This design comes from an exercise in tuning for small area and a short achievable clock period on the open sky130 flow, not from production work.
In this exercise RTL edits were held to simulation tests only and were not proved equivalent to the original.
Power is estimated from default activity; no workload was simulated.

$ cat flow/run.sh
#!/bin/bash
set -e
cp standard.sh standard_sh_copy.log
cat >> config.mk <<'CFG'
export BUFFER_PORTS_ARGS = -buffer_cell sky130_fd_sc_hd__buf_2
export SETUP_SLACK_MARGIN = 6.5
CFG
bash standard.sh > standard.log 2>&1
$ cat standard.sh
#!/bin/bash
# synth_recipe.tcl (not shown) runs the flow's synth.tcl, then flattens the netlist and writes it again
# the make line also repeats each setting of config.mk as NAME=value (left out here)
make -C /OpenROAD-flow-scripts/flow DESIGN_CONFIG=/design/flow/config.mk WORK_HOME=/design/flow/orfs CLKGATE_MAP_FILE= SYNTH_SCRIPT=/design/flow/synth_recipe.tcl "${@:-finish}"
$ cat config.mk
export PLATFORM = sky130hd
export DESIGN_NAME = CLA_64_4
export DESIGN_NICKNAME = CLA_64_4
export VERILOG_FILES = /design/flow/design.v
export SDC_FILE = /design/flow/constraint.sdc
export NUM_CORES = 4
export LEC_CHECK = 0
export CAP_MARGIN = 20
export CORE_MARGIN = 2
export CORE_UTILIZATION = 40
export SLEW_MARGIN = 20
export BUFFER_PORTS_ARGS = -buffer_cell sky130_fd_sc_hd__buf_2
export SETUP_SLACK_MARGIN = 6.5
$ cat constraint.sdc
create_clock -name core_clock -period 9.0 [get_ports {clock}]
set_input_delay 1.8000 -clock core_clock [delete_from_list [all_inputs] [get_ports {clock}]]
set_output_delay 1.8000 -clock core_clock [all_outputs]
set_load 0.01 [all_outputs]
$ cat design.v
`timescale 1ns  / 10 ps
module CLA_4 (      
                    input  Cin,
                    input  [3:0] A, B,
                    output [3:0] Sum,Generate ,Propogate);
wire [3:0] Carry,g,p; 
assign Sum          = (A ^ B^ Carry);
assign g  		    = (A & B);                 
assign p  		    = (A ^ B);				   
assign Generate     =  g;				   
assign Propogate    =  p; 
assign Carry[0] =     Cin ;
assign Carry[1] =  (( Cin & p[0])                    |  g[0]);
assign Carry[2] =  (( Cin & p[0]&p[1] )              | (g[0]&p[1])               |  g[1]);
assign Carry[3] =  (( Cin & p[0]&p[1]&p[2])          | (g[0]&p[1]&p[2])          | (g[1]&p[2])           |  g[2] );
endmodule
`timescale 1ns  / 10 ps
module carry_out_4 (input  Cin,   input  [3:0] g, p, output Cout);
assign Cout =(( Cin & p[0]&p[1]&p[2]&p[3])     | (g[0]&p[1]&p[2]&p[3])     | (g[1]&p[2]&p[3])      | (g[2]&p[3])       |  g[3] );
endmodule
`timescale 1ns  / 10 ps
module carry_out_8 ( input  Cin,   input  [7:0] g, p, output Cout);
assign Cout = (( Cin & p[0]&p[1]&p[2]&p[3]&p[4]&p[5]&p[6]&p[7])  | (g[0]&p[1]&p[2]&p[3]&p[4]&p[5]&p[6]&p[7]) | (g[1]&p[2]&p[3]&p[4]&p[5]&p[6]&p[7])  | (g[2]&p[3]&p[4]&p[5]&p[6]&p[7])   | (g[3]&p[4]&p[5]&p[6]&p[7])    | g[4]&p[5]&p[6]&p[7]   | g[5]&p[6]&p[7]    | g[6]&p[7] | g[7]);  
endmodule
`timescale 1ns  / 10 ps
module carry_out_16 ( input  Cin,   input  [15:0] g, p, output Cout);
assign Cout = (( Cin &  p[0] &p[1]  &p[2]  &p[3]  &p[4]  &p[5]  &p[6]  &p[7]  &p[8]  &p[9]  &p[10] &p[11] &p[12] &p[13] &p[14] &p[15])  | 
                       (g[0] &p[1]  &p[2]  &p[3]  &p[4]  &p[5]  &p[6]  &p[7]  &p[8]  &p[9]  &p[10] &p[11] &p[12] &p[13] &p[14] &p[15])  | 
                       (g[1] &p[2]  &p[3]  &p[4]  &p[5]  &p[6]  &p[7]  &p[8]  &p[9]  &p[10] &p[11] &p[12] &p[13] &p[14] &p[15])  | 
                       (g[2] &p[3]  &p[4]  &p[5]  &p[6]  &p[7]  &p[8]  &p[9]  &p[10] &p[11] &p[12] &p[13] &p[14] &p[15])  | 
                       (g[3] &p[4]  &p[5]  &p[6]  &p[7]  &p[8]  &p[9]  &p[10] &p[11] &p[12] &p[13] &p[14] &p[15])  | 
                       (g[4] &p[5]  &p[6]  &p[7]  &p[8]  &p[9]  &p[10] &p[11] &p[12] &p[13] &p[14] &p[15])  | 
                       (g[5] &p[6]  &p[7]  &p[8]  &p[9]  &p[10] &p[11] &p[12] &p[13] &p[14] &p[15])  | 
                       (g[6] &p[7]  &p[8]  &p[9]  &p[10] &p[11] &p[12] &p[13] &p[14] &p[15])  | 
                       (g[7] &p[8]  &p[9]  &p[10] &p[11] &p[12] &p[13] &p[14] &p[15])  | 
                       (g[8] &p[9]  &p[10] &p[11] &p[12] &p[13] &p[14] &p[15])  | 
                       (g[9] &p[10] &p[11] &p[12] &p[13] &p[14] &p[15])  | 
                      (g[10] &p[11] &p[12] &p[13] &p[14] &p[15])  | 
                      (g[11] &p[12] &p[13] &p[14] &p[15])  | 
                      (g[12] &p[13] &p[14] &p[15])  | 
                      (g[13] &p[14] &p[15])  | 
                      (g[14] &p[15])  | 
                      (g[15])
					   );
endmodule
`timescale 1ns  / 10 ps
module carry_out_32 ( input  Cin,   input  [31:0] g, p, output Cout);
assign Cout = (( Cin &  p[0] &p[1]  &p[2]  &p[3]  &p[4]  &p[5]  &p[6]  &p[7]  &p[8]  &p[9]  &p[10] &p[11] &p[12] &p[13] &p[14] &p[15] &p[16] &p[17] &p[18] &p[19] &p[20] &p[21] &p[22] &p[23] &p[24] &p[25] &p[26] &p[27] &p[28] &p[29] &p[30] &p[31])  | 
                       (g[0] &p[1]  &p[2]  &p[3]  &p[4]  &p[5]  &p[6]  &p[7]  &p[8]  &p[9]  &p[10] &p[11] &p[12] &p[13] &p[14] &p[15] &p[16] &p[17] &p[18] &p[19] &p[20] &p[21] &p[22] &p[23] &p[24] &p[25] &p[26] &p[27] &p[28] &p[29] &p[30] &p[31])  | 
                       (g[1] &p[2]  &p[3]  &p[4]  &p[5]  &p[6]  &p[7]  &p[8]  &p[9]  &p[10] &p[11] &p[12] &p[13] &p[14] &p[15] &p[16] &p[17] &p[18] &p[19] &p[20] &p[21] &p[22] &p[23] &p[24] &p[25] &p[26] &p[27] &p[28] &p[29] &p[30] &p[31])  |  
                       (g[2] &p[3]  &p[4]  &p[5]  &p[6]  &p[7]  &p[8]  &p[9]  &p[10] &p[11] &p[12] &p[13] &p[14] &p[15] &p[16] &p[17] &p[18] &p[19] &p[20] &p[21] &p[22] &p[23] &p[24] &p[25] &p[26] &p[27] &p[28] &p[29] &p[30] &p[31])  | 
                       (g[3] &p[4]  &p[5]  &p[6]  &p[7]  &p[8]  &p[9]  &p[10] &p[11] &p[12] &p[13] &p[14] &p[15] &p[16] &p[17] &p[18] &p[19] &p[20] &p[21] &p[22] &p[23] &p[24] &p[25] &p[26] &p[27] &p[28] &p[29] &p[30] &p[31])  | 
                       (g[4] &p[5]  &p[6]  &p[7]  &p[8]  &p[9]  &p[10] &p[11] &p[12] &p[13] &p[14] &p[15] &p[16] &p[17] &p[18] &p[19] &p[20] &p[21] &p[22] &p[23] &p[24] &p[25] &p[26] &p[27] &p[28] &p[29] &p[30] &p[31])  | 
                       (g[5] &p[6]  &p[7]  &p[8]  &p[9]  &p[10] &p[11] &p[12] &p[13] &p[14] &p[15] &p[16] &p[17] &p[18] &p[19] &p[20] &p[21] &p[22] &p[23] &p[24] &p[25] &p[26] &p[27] &p[28] &p[29] &p[30] &p[31])  | 
                       (g[6] &p[7]  &p[8]  &p[9]  &p[10] &p[11] &p[12] &p[13] &p[14] &p[15] &p[16] &p[17] &p[18] &p[19] &p[20] &p[21] &p[22] &p[23] &p[24] &p[25] &p[26] &p[27] &p[28] &p[29] &p[30] &p[31])  | 
                       (g[7] &p[8]  &p[9]  &p[10] &p[11] &p[12] &p[13] &p[14] &p[15] &p[16] &p[17] &p[18] &p[19] &p[20] &p[21] &p[22] &p[23] &p[24] &p[25] &p[26] &p[27] &p[28] &p[29] &p[30] &p[31])  | 
                       (g[8] &p[9]  &p[10] &p[11] &p[12] &p[13] &p[14] &p[15] &p[16] &p[17] &p[18] &p[19] &p[20] &p[21] &p[22] &p[23] &p[24] &p[25] &p[26] &p[27] &p[28] &p[29] &p[30] &p[31])  | 
                       (g[9] &p[10] &p[11] &p[12] &p[13] &p[14] &p[15] &p[16] &p[17] &p[18] &p[19] &p[20] &p[21] &p[22] &p[23] &p[24] &p[25] &p[26] &p[27] &p[28] &p[29] &p[30] &p[31])  | 
                       (g[10]&p[11] &p[12] &p[13] &p[14] &p[15] &p[16] &p[17] &p[18] &p[19] &p[20] &p[21] &p[22] &p[23] &p[24] &p[25] &p[26] &p[27] &p[28] &p[29] &p[30] &p[31])  | 
                       (g[11]&p[12] &p[13] &p[14] &p[15] &p[16] &p[17] &p[18] &p[19] &p[20] &p[21] &p[22] &p[23] &p[24] &p[25] &p[26] &p[27] &p[28] &p[29] &p[30] &p[31])  | 
                       (g[12]&p[13] &p[14] &p[15] &p[16] &p[17] &p[18] &p[19] &p[20] &p[21] &p[22] &p[23] &p[24] &p[25] &p[26] &p[27] &p[28] &p[29] &p[30] &p[31])  | 
                       (g[13]&p[14] &p[15] &p[16] &p[17] &p[18] &p[19] &p[20] &p[21] &p[22] &p[23] &p[24] &p[25] &p[26] &p[27] &p[28] &p[29] &p[30] &p[31])  | 
                       (g[14]&p[15] &p[16] &p[17] &p[18] &p[19] &p[20] &p[21] &p[22] &p[23] &p[24] &p[25] &p[26] &p[27] &p[28] &p[29] &p[30] &p[31])  | 
                       (g[15]&p[16] &p[17] &p[18] &p[19] &p[20] &p[21] &p[22] &p[23] &p[24] &p[25] &p[26] &p[27] &p[28] &p[29] &p[30] &p[31])  | 
                       (g[16]&p[17] &p[18] &p[19] &p[20] &p[21] &p[22] &p[23] &p[24] &p[25] &p[26] &p[27] &p[28] &p[29] &p[30] &p[31])  | 
                       (g[17]&p[18] &p[19] &p[20] &p[21] &p[22] &p[23] &p[24] &p[25] &p[26] &p[27] &p[28] &p[29] &p[30] &p[31])  | 
                       (g[18]&p[19] &p[20] &p[21] &p[22] &p[23] &p[24] &p[25] &p[26] &p[27] &p[28] &p[29] &p[30] &p[31])  | 
                       (g[19]&p[20] &p[21] &p[22] &p[23] &p[24] &p[25] &p[26] &p[27] &p[28] &p[29] &p[30] &p[31])  | 
                       (g[20]&p[21] &p[22] &p[23] &p[24] &p[25] &p[26] &p[27] &p[28] &p[29] &p[30] &p[31])  | 
                       (g[21]&p[22] &p[23] &p[24] &p[25] &p[26] &p[27] &p[28] &p[29] &p[30] &p[31])  | 
                       (g[22]&p[23] &p[24] &p[25] &p[26] &p[27] &p[28] &p[29] &p[30] &p[31])  | 
                       (g[23]&p[24] &p[25] &p[26] &p[27] &p[28] &p[29] &p[30] &p[31])  | 
                       (g[24]&p[25] &p[26] &p[27] &p[28] &p[29] &p[30] &p[31])  | 
                       (g[25]&p[26] &p[27] &p[28] &p[29] &p[30] &p[31])  | 
                       (g[26]&p[27] &p[28] &p[29] &p[30] &p[31])  | 
                       (g[27]&p[28] &p[29] &p[30] &p[31])  | 
                       (g[28]&p[29] &p[30] &p[31])  | 
                       (g[29]&p[30] &p[31])  | 
                       (g[30]&p[31])  | 
                       (g[31])
                       );
endmodule
`timescale 1ns / 10 ps
module CLA_64_4 (   input  [63:0] a_inp,
                    input  [63:0] b_inp,
                    output reg [63:0] s_out,
                    output reg        c_out,
                    input         clock,
                    input         reset);
reg  [2:0] u0;
wire [2:0] n0 = {1'b0, a_inp[1:0]} + {1'b0, b_inp[1:0]};
reg  [2:0] u1;
wire [2:0] n1 = {1'b0, a_inp[3:2]} + {1'b0, b_inp[3:2]};
reg  [2:0] u2;
wire [2:0] n2 = {1'b0, a_inp[5:4]} + {1'b0, b_inp[5:4]};
reg  [2:0] u3;
wire [2:0] n3 = {1'b0, a_inp[7:6]} + {1'b0, b_inp[7:6]};
reg  [2:0] u4;
wire [2:0] n4 = {1'b0, a_inp[9:8]} + {1'b0, b_inp[9:8]};
reg  [2:0] u5;
wire [2:0] n5 = {1'b0, a_inp[11:10]} + {1'b0, b_inp[11:10]};
reg  [2:0] u6;
wire [2:0] n6 = {1'b0, a_inp[13:12]} + {1'b0, b_inp[13:12]};
reg  [2:0] u7;
wire [2:0] n7 = {1'b0, a_inp[15:14]} + {1'b0, b_inp[15:14]};
reg  [2:0] u8;
wire [2:0] n8 = {1'b0, a_inp[17:16]} + {1'b0, b_inp[17:16]};
reg  [2:0] u9;
wire [2:0] n9 = {1'b0, a_inp[19:18]} + {1'b0, b_inp[19:18]};
reg  [2:0] u10;
wire [2:0] n10 = {1'b0, a_inp[21:20]} + {1'b0, b_inp[21:20]};
reg  [2:0] u11;
wire [2:0] n11 = {1'b0, a_inp[23:22]} + {1'b0, b_inp[23:22]};
reg  [2:0] u12;
wire [2:0] n12 = {1'b0, a_inp[25:24]} + {1'b0, b_inp[25:24]};
reg  [2:0] u13;
wire [2:0] n13 = {1'b0, a_inp[27:26]} + {1'b0, b_inp[27:26]};
reg  [2:0] u14;
wire [2:0] n14 = {1'b0, a_inp[29:28]} + {1'b0, b_inp[29:28]};
reg  [2:0] u15;
wire [2:0] n15 = {1'b0, a_inp[31:30]} + {1'b0, b_inp[31:30]};
reg  [2:0] u16;
wire [2:0] n16 = {1'b0, a_inp[33:32]} + {1'b0, b_inp[33:32]};
reg  [2:0] u17;
wire [2:0] n17 = {1'b0, a_inp[35:34]} + {1'b0, b_inp[35:34]};
reg  [2:0] u18;
wire [2:0] n18 = {1'b0, a_inp[37:36]} + {1'b0, b_inp[37:36]};
reg  [2:0] u19;
wire [2:0] n19 = {1'b0, a_inp[39:38]} + {1'b0, b_inp[39:38]};
reg  [2:0] u20;
wire [2:0] n20 = {1'b0, a_inp[41:40]} + {1'b0, b_inp[41:40]};
reg  [2:0] u21;
wire [2:0] n21 = {1'b0, a_inp[43:42]} + {1'b0, b_inp[43:42]};
reg  [2:0] u22;
wire [2:0] n22 = {1'b0, a_inp[45:44]} + {1'b0, b_inp[45:44]};
reg  [2:0] u23;
wire [2:0] n23 = {1'b0, a_inp[47:46]} + {1'b0, b_inp[47:46]};
reg  [2:0] u24;
wire [2:0] n24 = {1'b0, a_inp[49:48]} + {1'b0, b_inp[49:48]};
reg  [2:0] u25;
wire [2:0] n25 = {1'b0, a_inp[51:50]} + {1'b0, b_inp[51:50]};
reg  [2:0] u26;
wire [2:0] n26 = {1'b0, a_inp[53:52]} + {1'b0, b_inp[53:52]};
reg  [2:0] u27;
wire [2:0] n27 = {1'b0, a_inp[55:54]} + {1'b0, b_inp[55:54]};
reg  [2:0] u28;
wire [2:0] n28 = {1'b0, a_inp[57:56]} + {1'b0, b_inp[57:56]};
reg  [2:0] u29;
wire [2:0] n29 = {1'b0, a_inp[59:58]} + {1'b0, b_inp[59:58]};
reg  [2:0] u30;
wire [2:0] n30 = {1'b0, a_inp[61:60]} + {1'b0, b_inp[61:60]};
reg  [2:0] u31;
wire [2:0] n31 = {1'b0, a_inp[63:62]} + {1'b0, b_inp[63:62]};
wire g0_0 = u0[2];
wire p0_0 = &u0[1:0];
wire g1_1 = u1[2];
wire p1_1 = &u1[1:0];
wire g2_2 = u2[2];
wire p2_2 = &u2[1:0];
wire g3_3 = u3[2];
wire p3_3 = &u3[1:0];
wire g4_4 = u4[2];
wire p4_4 = &u4[1:0];
wire g5_5 = u5[2];
wire p5_5 = &u5[1:0];
wire g6_6 = u6[2];
wire p6_6 = &u6[1:0];
wire g7_7 = u7[2];
wire p7_7 = &u7[1:0];
wire g8_8 = u8[2];
wire p8_8 = &u8[1:0];
wire g9_9 = u9[2];
wire p9_9 = &u9[1:0];
wire g10_10 = u10[2];
wire p10_10 = &u10[1:0];
wire g11_11 = u11[2];
wire p11_11 = &u11[1:0];
wire g12_12 = u12[2];
wire p12_12 = &u12[1:0];
wire g13_13 = u13[2];
wire p13_13 = &u13[1:0];
wire g14_14 = u14[2];
wire p14_14 = &u14[1:0];
wire g15_15 = u15[2];
wire p15_15 = &u15[1:0];
wire g16_16 = u16[2];
wire p16_16 = &u16[1:0];
wire g17_17 = u17[2];
wire p17_17 = &u17[1:0];
wire g18_18 = u18[2];
wire p18_18 = &u18[1:0];
wire g19_19 = u19[2];
wire p19_19 = &u19[1:0];
wire g20_20 = u20[2];
wire p20_20 = &u20[1:0];
wire g21_21 = u21[2];
wire p21_21 = &u21[1:0];
wire g22_22 = u22[2];
wire p22_22 = &u22[1:0];
wire g23_23 = u23[2];
wire p23_23 = &u23[1:0];
wire g24_24 = u24[2];
wire p24_24 = &u24[1:0];
wire g25_25 = u25[2];
wire p25_25 = &u25[1:0];
wire g26_26 = u26[2];
wire p26_26 = &u26[1:0];
wire g27_27 = u27[2];
wire p27_27 = &u27[1:0];
wire g28_28 = u28[2];
wire p28_28 = &u28[1:0];
wire g29_29 = u29[2];
wire p29_29 = &u29[1:0];
wire g30_30 = u30[2];
wire p30_30 = &u30[1:0];
wire g31_31 = u31[2];
wire p31_31 = &u31[1:0];
wire g1_0 = g1_1 | (p1_1 & g0_0);
wire g3_2 = g3_3 | (p3_3 & g2_2);
wire p3_2 = p3_3 & p2_2;
wire g5_4 = g5_5 | (p5_5 & g4_4);
wire p5_4 = p5_5 & p4_4;
wire g7_6 = g7_7 | (p7_7 & g6_6);
wire p7_6 = p7_7 & p6_6;
wire g9_8 = g9_9 | (p9_9 & g8_8);
wire p9_8 = p9_9 & p8_8;
wire g11_10 = g11_11 | (p11_11 & g10_10);
wire p11_10 = p11_11 & p10_10;
wire g13_12 = g13_13 | (p13_13 & g12_12);
wire p13_12 = p13_13 & p12_12;
wire g15_14 = g15_15 | (p15_15 & g14_14);
wire p15_14 = p15_15 & p14_14;
wire g17_16 = g17_17 | (p17_17 & g16_16);
wire p17_16 = p17_17 & p16_16;
wire g19_18 = g19_19 | (p19_19 & g18_18);
wire p19_18 = p19_19 & p18_18;
wire g21_20 = g21_21 | (p21_21 & g20_20);
wire p21_20 = p21_21 & p20_20;
wire g23_22 = g23_23 | (p23_23 & g22_22);
wire p23_22 = p23_23 & p22_22;
wire g25_24 = g25_25 | (p25_25 & g24_24);
wire p25_24 = p25_25 & p24_24;
wire g27_26 = g27_27 | (p27_27 & g26_26);
wire p27_26 = p27_27 & p26_26;
wire g29_28 = g29_29 | (p29_29 & g28_28);
wire p29_28 = p29_29 & p28_28;
wire g31_30 = g31_31 | (p31_31 & g30_30);
wire p31_30 = p31_31 & p30_30;
wire g2_0 = g2_2 | (p2_2 & g1_0);
wire g3_0 = g3_2 | (p3_2 & g1_0);
wire g6_4 = g6_6 | (p6_6 & g5_4);
wire p6_4 = p6_6 & p5_4;
wire g7_4 = g7_6 | (p7_6 & g5_4);
wire p7_4 = p7_6 & p5_4;
wire g10_8 = g10_10 | (p10_10 & g9_8);
wire p10_8 = p10_10 & p9_8;
wire g11_8 = g11_10 | (p11_10 & g9_8);
wire p11_8 = p11_10 & p9_8;
wire g14_12 = g14_14 | (p14_14 & g13_12);
wire p14_12 = p14_14 & p13_12;
wire g15_12 = g15_14 | (p15_14 & g13_12);
wire p15_12 = p15_14 & p13_12;
wire g18_16 = g18_18 | (p18_18 & g17_16);
wire p18_16 = p18_18 & p17_16;
wire g19_16 = g19_18 | (p19_18 & g17_16);
wire p19_16 = p19_18 & p17_16;
wire g22_20 = g22_22 | (p22_22 & g21_20);
wire p22_20 = p22_22 & p21_20;
wire g23_20 = g23_22 | (p23_22 & g21_20);
wire p23_20 = p23_22 & p21_20;
wire g26_24 = g26_26 | (p26_26 & g25_24);
wire p26_24 = p26_26 & p25_24;
wire g27_24 = g27_26 | (p27_26 & g25_24);
wire p27_24 = p27_26 & p25_24;
wire g30_28 = g30_30 | (p30_30 & g29_28);
wire p30_28 = p30_30 & p29_28;
wire g31_28 = g31_30 | (p31_30 & g29_28);
wire p31_28 = p31_30 & p29_28;
wire g4_0 = g4_4 | (p4_4 & g3_0);
wire g5_0 = g5_4 | (p5_4 & g3_0);
wire g6_0 = g6_4 | (p6_4 & g3_0);
wire g7_0 = g7_4 | (p7_4 & g3_0);
wire g12_8 = g12_12 | (p12_12 & g11_8);
wire p12_8 = p12_12 & p11_8;
wire g13_8 = g13_12 | (p13_12 & g11_8);
wire p13_8 = p13_12 & p11_8;
wire g14_8 = g14_12 | (p14_12 & g11_8);
wire p14_8 = p14_12 & p11_8;
wire g15_8 = g15_12 | (p15_12 & g11_8);
wire p15_8 = p15_12 & p11_8;
wire g20_16 = g20_20 | (p20_20 & g19_16);
wire p20_16 = p20_20 & p19_16;
wire g21_16 = g21_20 | (p21_20 & g19_16);
wire p21_16 = p21_20 & p19_16;
wire g22_16 = g22_20 | (p22_20 & g19_16);
wire p22_16 = p22_20 & p19_16;
wire g23_16 = g23_20 | (p23_20 & g19_16);
wire p23_16 = p23_20 & p19_16;
wire g28_24 = g28_28 | (p28_28 & g27_24);
wire p28_24 = p28_28 & p27_24;
wire g29_24 = g29_28 | (p29_28 & g27_24);
wire p29_24 = p29_28 & p27_24;
wire g30_24 = g30_28 | (p30_28 & g27_24);
wire p30_24 = p30_28 & p27_24;
wire g31_24 = g31_28 | (p31_28 & g27_24);
wire p31_24 = p31_28 & p27_24;
wire g8_0 = g8_8 | (p8_8 & g7_0);
wire g9_0 = g9_8 | (p9_8 & g7_0);
wire g10_0 = g10_8 | (p10_8 & g7_0);
wire g11_0 = g11_8 | (p11_8 & g7_0);
wire g12_0 = g12_8 | (p12_8 & g7_0);
wire g13_0 = g13_8 | (p13_8 & g7_0);
wire g14_0 = g14_8 | (p14_8 & g7_0);
wire g15_0 = g15_8 | (p15_8 & g7_0);
wire g24_16 = g24_24 | (p24_24 & g23_16);
wire p24_16 = p24_24 & p23_16;
wire g25_16 = g25_24 | (p25_24 & g23_16);
wire p25_16 = p25_24 & p23_16;
wire g26_16 = g26_24 | (p26_24 & g23_16);
wire p26_16 = p26_24 & p23_16;
wire g27_16 = g27_24 | (p27_24 & g23_16);
wire p27_16 = p27_24 & p23_16;
wire g28_16 = g28_24 | (p28_24 & g23_16);
wire p28_16 = p28_24 & p23_16;
wire g29_16 = g29_24 | (p29_24 & g23_16);
wire p29_16 = p29_24 & p23_16;
wire g30_16 = g30_24 | (p30_24 & g23_16);
wire p30_16 = p30_24 & p23_16;
wire g31_16 = g31_24 | (p31_24 & g23_16);
wire p31_16 = p31_24 & p23_16;
wire g16_0 = g16_16 | (p16_16 & g15_0);
wire g17_0 = g17_16 | (p17_16 & g15_0);
wire g18_0 = g18_16 | (p18_16 & g15_0);
wire g19_0 = g19_16 | (p19_16 & g15_0);
wire g20_0 = g20_16 | (p20_16 & g15_0);
wire g21_0 = g21_16 | (p21_16 & g15_0);
wire g22_0 = g22_16 | (p22_16 & g15_0);
wire g23_0 = g23_16 | (p23_16 & g15_0);
wire g24_0 = g24_16 | (p24_16 & g15_0);
wire g25_0 = g25_16 | (p25_16 & g15_0);
wire g26_0 = g26_16 | (p26_16 & g15_0);
wire g27_0 = g27_16 | (p27_16 & g15_0);
wire g28_0 = g28_16 | (p28_16 & g15_0);
wire g29_0 = g29_16 | (p29_16 & g15_0);
wire g30_0 = g30_16 | (p30_16 & g15_0);
wire g31_0 = g31_16 | (p31_16 & g15_0);
wire c0 = 1'b0;
wire c1 = g0_0;
wire c2 = g1_0;
wire c3 = g2_0;
wire c4 = g3_0;
wire c5 = g4_0;
wire c6 = g5_0;
wire c7 = g6_0;
wire c8 = g7_0;
wire c9 = g8_0;
wire c10 = g9_0;
wire c11 = g10_0;
wire c12 = g11_0;
wire c13 = g12_0;
wire c14 = g13_0;
wire c15 = g14_0;
wire c16 = g15_0;
wire c17 = g16_0;
wire c18 = g17_0;
wire c19 = g18_0;
wire c20 = g19_0;
wire c21 = g20_0;
wire c22 = g21_0;
wire c23 = g22_0;
wire c24 = g23_0;
wire c25 = g24_0;
wire c26 = g25_0;
wire c27 = g26_0;
wire c28 = g27_0;
wire c29 = g28_0;
wire c30 = g29_0;
wire c31 = g30_0;
wire c32 = g31_0;
wire [1:0] t0 = u0[1:0] + {1'd0, c0};
wire [1:0] t1 = u1[1:0] + {1'd0, c1};
wire [1:0] t2 = u2[1:0] + {1'd0, c2};
wire [1:0] t3 = u3[1:0] + {1'd0, c3};
wire [1:0] t4 = u4[1:0] + {1'd0, c4};
wire [1:0] t5 = u5[1:0] + {1'd0, c5};
wire [1:0] t6 = u6[1:0] + {1'd0, c6};
wire [1:0] t7 = u7[1:0] + {1'd0, c7};
wire [1:0] t8 = u8[1:0] + {1'd0, c8};
wire [1:0] t9 = u9[1:0] + {1'd0, c9};
wire [1:0] t10 = u10[1:0] + {1'd0, c10};
wire [1:0] t11 = u11[1:0] + {1'd0, c11};
wire [1:0] t12 = u12[1:0] + {1'd0, c12};
wire [1:0] t13 = u13[1:0] + {1'd0, c13};
wire [1:0] t14 = u14[1:0] + {1'd0, c14};
wire [1:0] t15 = u15[1:0] + {1'd0, c15};
wire [1:0] t16 = u16[1:0] + {1'd0, c16};
wire [1:0] t17 = u17[1:0] + {1'd0, c17};
wire [1:0] t18 = u18[1:0] + {1'd0, c18};
wire [1:0] t19 = u19[1:0] + {1'd0, c19};
wire [1:0] t20 = u20[1:0] + {1'd0, c20};
wire [1:0] t21 = u21[1:0] + {1'd0, c21};
wire [1:0] t22 = u22[1:0] + {1'd0, c22};
wire [1:0] t23 = u23[1:0] + {1'd0, c23};
wire [1:0] t24 = u24[1:0] + {1'd0, c24};
wire [1:0] t25 = u25[1:0] + {1'd0, c25};
wire [1:0] t26 = u26[1:0] + {1'd0, c26};
wire [1:0] t27 = u27[1:0] + {1'd0, c27};
wire [1:0] t28 = u28[1:0] + {1'd0, c28};
wire [1:0] t29 = u29[1:0] + {1'd0, c29};
wire [1:0] t30 = u30[1:0] + {1'd0, c30};
wire [1:0] t31 = u31[1:0] + {1'd0, c31};
always @(posedge clock or posedge reset)
begin
    if (reset)
        begin
            s_out <= 64'b0;
            c_out <= 1'b0;
            u0 <= 'b0;
            u1 <= 'b0;
            u2 <= 'b0;
            u3 <= 'b0;
            u4 <= 'b0;
            u5 <= 'b0;
            u6 <= 'b0;
            u7 <= 'b0;
            u8 <= 'b0;
            u9 <= 'b0;
            u10 <= 'b0;
            u11 <= 'b0;
            u12 <= 'b0;
            u13 <= 'b0;
            u14 <= 'b0;
            u15 <= 'b0;
            u16 <= 'b0;
            u17 <= 'b0;
            u18 <= 'b0;
            u19 <= 'b0;
            u20 <= 'b0;
            u21 <= 'b0;
            u22 <= 'b0;
            u23 <= 'b0;
            u24 <= 'b0;
            u25 <= 'b0;
            u26 <= 'b0;
            u27 <= 'b0;
            u28 <= 'b0;
            u29 <= 'b0;
            u30 <= 'b0;
            u31 <= 'b0;
        end
    else
        begin
            u0 <= n0;
            u1 <= n1;
            u2 <= n2;
            u3 <= n3;
            u4 <= n4;
            u5 <= n5;
            u6 <= n6;
            u7 <= n7;
            u8 <= n8;
            u9 <= n9;
            u10 <= n10;
            u11 <= n11;
            u12 <= n12;
            u13 <= n13;
            u14 <= n14;
            u15 <= n15;
            u16 <= n16;
            u17 <= n17;
            u18 <= n18;
            u19 <= n19;
            u20 <= n20;
            u21 <= n21;
            u22 <= n22;
            u23 <= n23;
            u24 <= n24;
            u25 <= n25;
            u26 <= n26;
            u27 <= n27;
            u28 <= n28;
            u29 <= n29;
            u30 <= n30;
            u31 <= n31;
            s_out <= {t31, t30, t29, t28, t27, t26, t25, t24, t23, t22, t21, t20, t19, t18, t17, t16, t15, t14, t13, t12, t11, t10, t9, t8, t7, t6, t5, t4, t3, t2, t1, t0};
            c_out <= c32;
        end
end
endmodule
==> results of run 1 <==
==> cell families after synthesis <==
group / Yosys count / synth area share (%)
AO/OA/AOI/OAI: 52 / 6.41
XOR/XNOR: 31 / 4.24
adder cells (fa/ha/maj): 95 / 22.3
buffers and inverters: 6 / 0.352
flip-flops: 161 / 62.9
AND/OR/NAND/NOR: 46 / 3.73
==> cell usage in the layout, fill, tap and decap left out, types with 3 or more instances in the layout <==
master / n
o21bai_1: 3
ha_4: 32
xor2_1: 31
nand2_1: 15
fa_1: 32
a31oi_1: 7
ha_1: 31
clkbuf_1: 4
a211o_1: 3
nand4_1: 6
a21oi_1: 3
buf_2: 177
nor2_1: 8
buf_4: 6
clkinvlp_4: 6
inv_1: 5
clkbuf_16: 17
dfrtp_1: 161
and4_1: 4
buf_6: 17
a31o_2: 11
==> what timing repair did <==
action	CTS	global route
endpoints found under the hold margin	0	0
endpoints found under the setup margin	150	162
buffers inserted	4	2
gates resized for setup	17	20
pin swaps	5	4
==> final cells by class <==
type	instances	area (µm²)	area share (%)
well taps	216	270	3.04
flip-flops and latches	161	4030	45.4
repair buffers	202	1160	13.1
clock buffers	23	468	5.27
multi-input cells	224	2820	31.7
clock inverters	9	108	1.21
inverters	6	26.3	0.296
==> metrics by stage <==
stage	area, µm²	utilization, %	setup WS (ns)	power, µW
2_1_floorplan	6810	-	5.16	1060
3_3_place_gp	8060	51.1	5.20	1220
3_5_place_dp	8060	51.1	5.12	1230
4_1_cts	8760	55.5	6.23	1950
5_1_grt	8880	56.3	6.21	2050
6_report	8880	56.3	6.25	1940
==> worst min-delay path by stage <==
stage / startpoint / end / cells past startpoint
6_report: u0[0] / s_out[0] / 0
3_3_place_gp: u0[1] / s_out[1] / 0
5_1_grt: u0[1] / s_out[1] / 0
2_1_floorplan: u0[0] / s_out[0] / 0
4_1_cts: u0[0] / s_out[0] / 0
3_5_place_dp: u0[0] / s_out[0] / 0
==> power by group through the flow <==
stage                     Combinational, µW  Clock [µW]  Sequential, µW
final                                   340         696             905
after global routing                    387         742             919
after CTS                               334         713             904
after detailed placement                315           0             912
after global placement                  306           0             912
after floorplan                         117           0             939
==> layer usage <==
layer,up-vias,share of wire (%),wire (µm)
li1,1819,-,-
met3,22,6.3,792
met4,0,2.3,294
met5,-,0,0
met2,141,50,6240
met1,1949,42,5230
==> out/qor.yml, run 1 <==
status: "no timing/DRC/antenna violations"
p_leak_uw: 0.00420
io_buffers: 194
vdd_drop_max_mv: 0.132
end_kind: "primary output"
reg2reg_depth: 8
core_area_mm2: 0.0158
top_usage_layer: "met2"
arrival_ns: 0.95
drtIter0Drc: 132
clock_skew_ns: 0.00555
top_register: "s_out"
path_buf_inv: 1
critPathSlowestCell: "dfrtp_1"
numCtsBuffers: 17
rr_startpoint: "u9[0]"
grt_pass1_vias: 4162
ys_ff_latch: 161
period_needed_ns: 2.75
async_reset_ff_share_pct: 100
synth_top_area_cell: "dfrtp_1"
wirelength_um: 12600
cts_sinks: 161
use_met3_pct: 4.19
grt.total_usage_pct: 15.6
period_share_pct: 30.6
hold_slack_ns: 0.347
worst_pin_slew_ns: 0.459
dieArea_mm2: 0.0170
synth_cells: 391
r2r_slack_ns: 6.62
p_int_uw: 1430
yosysWarningCount: 1
critPathMaxFanout: 1
vias: 3931
grt_max_degree: 83
grt_first_pass_wirelength_um: 19800
clkSlewWorstSetupHoldPaths_ns: 0.06
startpoint: "s_out[7]"
syn_to_final_growth_pct: 38.8
drive_above_1_share_pct: 46.6
crit_path_start_kind: "flip-flop"
hold_buffers: 0
critPathMaxStageDelay_ns: 0.39
crit_cells: 1
p_sw_uw: 508
ys_types: 38
antenna_found_initial: 0
clock_latency_ns: 0.42
synth_ff_type: "dfrtp_1"
powerDensity_mw_per_mm2: 219
io_pins: 195
place_inst: 803
antenna_cells: 0
synthTopCellsByCount: "dfrtp_1 (161), ha_1 (63), fa_1 (32)"
syn-num-nets: 616
drv_cap: 0
crit_end: "s_out[7]"
largest_reg_flops: 64
yosysMostFrequentCell: "dfrtp_1"
cts_tree: "yes"
power_frac_clock_pct: 35.8
drc: 0
final.fill_count: 1317
fp.dieW_um: 131
path_cells: "buf_2"
synth_area_mm2: 0.00640
grt_use_met2_pct: 25.2
critPathTopFamily: "flip-flops"
stdcell_count: 841
fmax_ghz: 0.364
rsz0062_at_grt: "yes"
synth_area_leaders: "dfrtp_1 (63%), ha_1 (12%), fa_1 (10%)"
yosysSeqAreaShare_pct: 62.9
htree_levels: 4
maxSlewViolCount: 0
cts_max_path_buffers: 2
avgSynthCellArea_um2: 16.4
clock-root-buffer: "clkbuf_16"
worstSetupPathType: "flip-flop to primary output"
dr.pass1.iters: 4
combPwrFrac_pct: 17.5
gr-total-overflow: 0
hp-class: "flip-flop to flip-flop"
rr_endpoint: "s_out[63]"
setup_viol: 0
p_seq_share_pct: 46.6
die_h_um: 131
slew_headroom_pct: 69.4
start_util_pct: 40.6
swShare_pct: 26.2
ant_nets: 0
wl_per_cell_um: 14.9
finalHoldViolCount: 0
finalSetupTns_ns: 0
synth-edff-count: 0
yosysTopAreaCellShare_pct: 62.9
fp-row-count: 46
via_per_inst: 4.67
required_ns: 7.20
nNetsFinal: 837
gp_congestion: 0.770
dp.final_hpwl_um: 9470
use_met1_pct: 19.5
==> run 2: changes to the inputs <==
==> flow/run.sh (replaced) <==
#!/bin/bash
set -e
cp standard.sh standard_sh_copy.log
cat >> config.mk <<'CFG'
export BUFFER_PORTS_ARGS = -buffer_cell sky130_fd_sc_hd__buf_2
CFG
bash standard.sh > standard.log 2>&1
--- a/config.mk
+++ b/config.mk
@@ -9,5 +9,7 @@
 export CORE_MARGIN = 2
 export CORE_UTILIZATION = 40
+export CTS_BUF_LIST = sky130_fd_sc_hd__clkbuf_8
+export CTS_CLUSTER_DIAMETER = 100
+export CTS_CLUSTER_SIZE = 40
 export SLEW_MARGIN = 20
 export BUFFER_PORTS_ARGS = -buffer_cell sky130_fd_sc_hd__buf_2
-export SETUP_SLACK_MARGIN = 6.5
==> run 2 against run 1 <==
Clock skew rose by 0.0037 ns; synthesized cell count did not move; global-route usage fell by 0.63 points; sequential share of layout area rose by 4.5 points; via count fell by 3.6%; combinational power fell by 14%; sequential power fell by 1%; clock-buffer cell count fell by 4.
==> out/qor.yml, run 2 <==
status: "no timing/DRC/antenna violations"  # unchanged
layout_common_cells: "buf_2 (194), dfrtp_1 (161), ha_1 (63), fa_1 (32), xor2_1 (31)"  # was buf_2 (177), dfrtp_1 (161), fa_1 (32), ha_4 (32)
powerDensity_mw_per_mm2: 215  # was 219 mW/mm²
synth_area_leaders: "dfrtp_1 (63%), ha_1 (12%), fa_1 (10%)"  # unchanged
clkSlewWorstSetupHoldPaths_ns: 0.08  # was 0.06 ns
critPathSlowestCell: "buf_4"  # was dfrtp_1
post_cts_buffers: 0  # was 4
period_needed_ns: 2.81  # was 2.75 ns
clock_latency_ns: 0.44  # was 0.42 ns
maxSlewViolCount: 0  # unchanged
gr-total-overflow: 0  # unchanged
end_kind: "asynchronous set/reset pin"  # was primary output
core_area_mm2: 0.0158  # unchanged
synth_area_mm2: 0.00640  # unchanged
wl_per_cell_um: 14.1  # was 14.9 µm
grt_max_degree: 93  # was 83
final_common_cell: "buf_2"  # unchanged
dieArea_mm2: 0.0170  # unchanged
dr.pass1.iters: 4  # unchanged
vdd_drop_max_mv: 0.0879  # was 0.132 mV
finalHoldViolCount: 0  # unchanged
hp-class: "flip-flop to flip-flop"  # unchanged
start_util_pct: 40.6  # unchanged
largest_reg_flops: 64  # unchanged
gp_congestion: 0.771  # was 0.770
rsz0062_at_grt: "no"  # was yes
drv_cap: 0  # unchanged
clock_skew_ns: 0.00920  # was 0.00555 ns
required_ns: 9.48  # was 7.20 ns
final.fill_count: 1377  # was 1,317
cts_tree: "yes"  # unchanged
synth_cells: 391  # unchanged
syn-num-nets: 616  # unchanged
worstSetupPathType: "input port to asynchronous set/reset pin"  # was flip-flop to primary output
post-place-ws_ns: 5.56  # was 5.12 ns
drc: 0  # unchanged
drtIter0Drc: 155  # was 132
critPathTopFamily: "buffers and inverters"  # was flip-flops
yosysSeqAreaShare_pct: 62.9  # unchanged
dp.final_hpwl_um: 9170  # was 9470 µm
yosysTopAreaCellShare_pct: 62.9  # unchanged
ys_types: 38  # unchanged
synthTopCellsByCount: "dfrtp_1 (161), ha_1 (63), fa_1 (32)"  # unchanged
path_cells: "buf_2 > inv_6 > buf_4"  # was buf_2
p_leak_uw: 0.00406  # was 0.00420 µW
antenna_found_initial: 1  # was 0
cts_max_path_buffers: 2  # unchanged
synth_top_area_cell: "dfrtp_1"  # unchanged
die_h_um: 131  # unchanged
cts_resized: 0  # was 17
async_reset_ff_share_pct: 100  # unchanged
top_register: "s_out"  # unchanged
path_buf_inv: 3  # was 1
cts_sinks: 161  # unchanged
fmax_ghz: 0.356  # was 0.364 GHz
slew_headroom_pct: 45.7  # was 69.4%
r2r_slack_ns: 6.50  # was 6.62 ns
finalWorstSetupSlack_ns: 6.19  # was 6.25 ns
htree_levels: 4  # unchanged
avgSynthCellArea_um2: 16.4  # unchanged
worst_pin_slew_ns: 0.814  # was 0.459 ns
nNetsFinal: 830  # was 837
io_buffers: 194  # unchanged
crit_path_start_kind: "input port"  # was flip-flop
io_pins: 195  # unchanged
hold_buffers: 0  # unchanged
syn_to_final_growth_pct: 26.2  # was 38.8%
numCtsBuffers: 17  # unchanged
via_per_inst: 4.54  # was 4.67
finalSetupTns_ns: 0  # unchanged
critPathMaxStageDelay_ns: 0.79  # was 0.39 ns
grt.total_usage_pct: 14.9  # was 15.6%
wirelength_um: 11800  # was 12,600 µm
grt_pass1_vias: 4040  # was 4,162
synth_ff_type: "dfrtp_1"  # unchanged
power.total_uw: 1740  # was 1940 µW
yosysWarningCount: 1  # unchanged
arrival_ns: 3.28  # was 0.95 ns
yosysMostFrequentCell: "dfrtp_1"  # unchanged
synth-edff-count: 0  # unchanged
critPathMaxFanout: 92  # was 1
clock-root-buffer: "clkbuf_8"  # was clkbuf_16
fp.dieW_um: 131  # unchanged
vias: 3790  # was 3,931
multi_input_area_mm2: 0.00235  # was 0.00282 mm²
seqCellArea_mm2: 0.00403  # unchanged
ys_ff_latch: 161  # unchanged
setup_viol: 0  # unchanged
fp-row-count: 46  # unchanged
ant_nets: 0  # unchanged
period_share_pct: 31.2  # was 30.6%
drive_above_1_share_pct: 39.5  # was 46.6%
grt_first_pass_wirelength_um: 19100  # was 19,800 µm
==> run 2: cell types whose count changed in the layout (fill, tap and decap cells not counted), sizes merged <==
| cell | previous run | this run |
|---|---|---|
| buf | 202 | 195 |
| bufinv | 2 | 3 |
| clkbuf | 23 | 19 |
| clkinv | 2 | 3 |
| clkinvlp | 6 | 3 |
| diode | 0 | 1 |
| inv | 5 | 10 |
==> run 2: path summary, 6_finish.rpt <==
path | start | endpoint | depth (start not counted)
max in group core_clock | s_out[5] | s_out[5] | 1
hold / removal | u0[0] | s_out[0] | 0
hold reg to reg | u0[0] | s_out[0] | 0
min in group asynchronous | reset | u30[2] | 2
setup / recovery | reset | u1[0] | 3
setup reg to reg | u20[0] | s_out[63] | 8
==> run 2: area by class of cell <==
type / instances / share of cell area, %
inverter: 6 / 0.341
clock inverter: 13 / 1.98
tap: 216 / 3.35
multi-input combinational: 224 / 29.1
clock buffer: 19 / 3.24
timing repair buffer: 195 / 12.1
antenna: 1 / 0.0310
sequential: 161 / 49.9
==> run 2: power breakdown <==
group,switching (µW),internal (µW),leakage (µW)
clock,257,289,0.000211
sequential,57.7,838,0.00190
combinational,159,134,0.00195
total,474,1260,0.00406
==> run 2: worst reg2reg max path, cell delays in order (launching register included) <==
cell and delay [ns]:
dfrtp_1 0.40, and4_1 0.23, and2_1 0.20, a221oi_2 0.33, o211ai_2 0.23, a211o_1 0.38, a211o_1 0.28, ha_1 0.19
xor2_1 0.15
==> run 2: layer usage <==
metal | track usage (%) | part of all wire, % | wire length, µm
met1 | 19.6 | 43 | 5080
met2 | 23.1 | 48 | 5690
met3 | 4.80 | 6.9 | 811
met4 | 6.38 | 1.6 | 194
met5 | 0 | 0 | 0
==> run 2: metrics by stage <==
step	instances	hold WS [ns]	utilization [%]	instance area, µm²
after global placement	802	0.336	48.5	7650
final	835	0.352	51.2	8080
after detailed placement	802	0.335	48.5	7650
after floorplan	391	0.331	-	6400
after CTS	834	0.354	51.2	8080
after global routing	834	0.378	51.2	8080
==> run 2: cells by family after synthesis <==
group,count (synthesis),synth area share (%)
fa+ha+maj,95,22.3
compound gates,52,6.41
flops,161,62.9
simple gates,46,3.73
buf+inv,6,0.352
xor+xnor,31,4.24

static timing again, ports no longer ideal:
Ports are ideal in the flow. The routed layouts listed here were re-timed in OpenROAD. Step 1 sets driving cells, clkbuf_16 on the clock port and buf_2 on the other inputs (assumed; they add their load-dependent delay and slew). Step 2, shift: input delay + t, output delay - t, t = (earliest + latest rising clock arrival at the registers) / 2. This alone moves slack from input paths to output paths. Slacks: ideal ports / drivers / drivers and shift; pairs: ideal ports / drivers.
run | t (ns) | slack for setup (ns) | hold WS [ns] | clock arrival spread, ns | worst register clock-pin slew, ns
run 1 | 0.455 | 6.250 / 6.209 / 6.264 | 0.347 / 0.347 / 0.347 | 0.006 / 0.006 | 0.06 / 0.06
run 2 | 0.473 | 6.193 / 6.174 / 5.739 | 0.352 / 0.352 / 0.352 | 0.009 / 0.010 | 0.08 / 0.08
After both steps setup and hold are still met in every run listed. For run 2, which loses most, drivers alone change the setup slack by -0.019 ns; drivers and shift together by -0.454 ns. The worst setup slack also covers recovery checks on asynchronous resets.
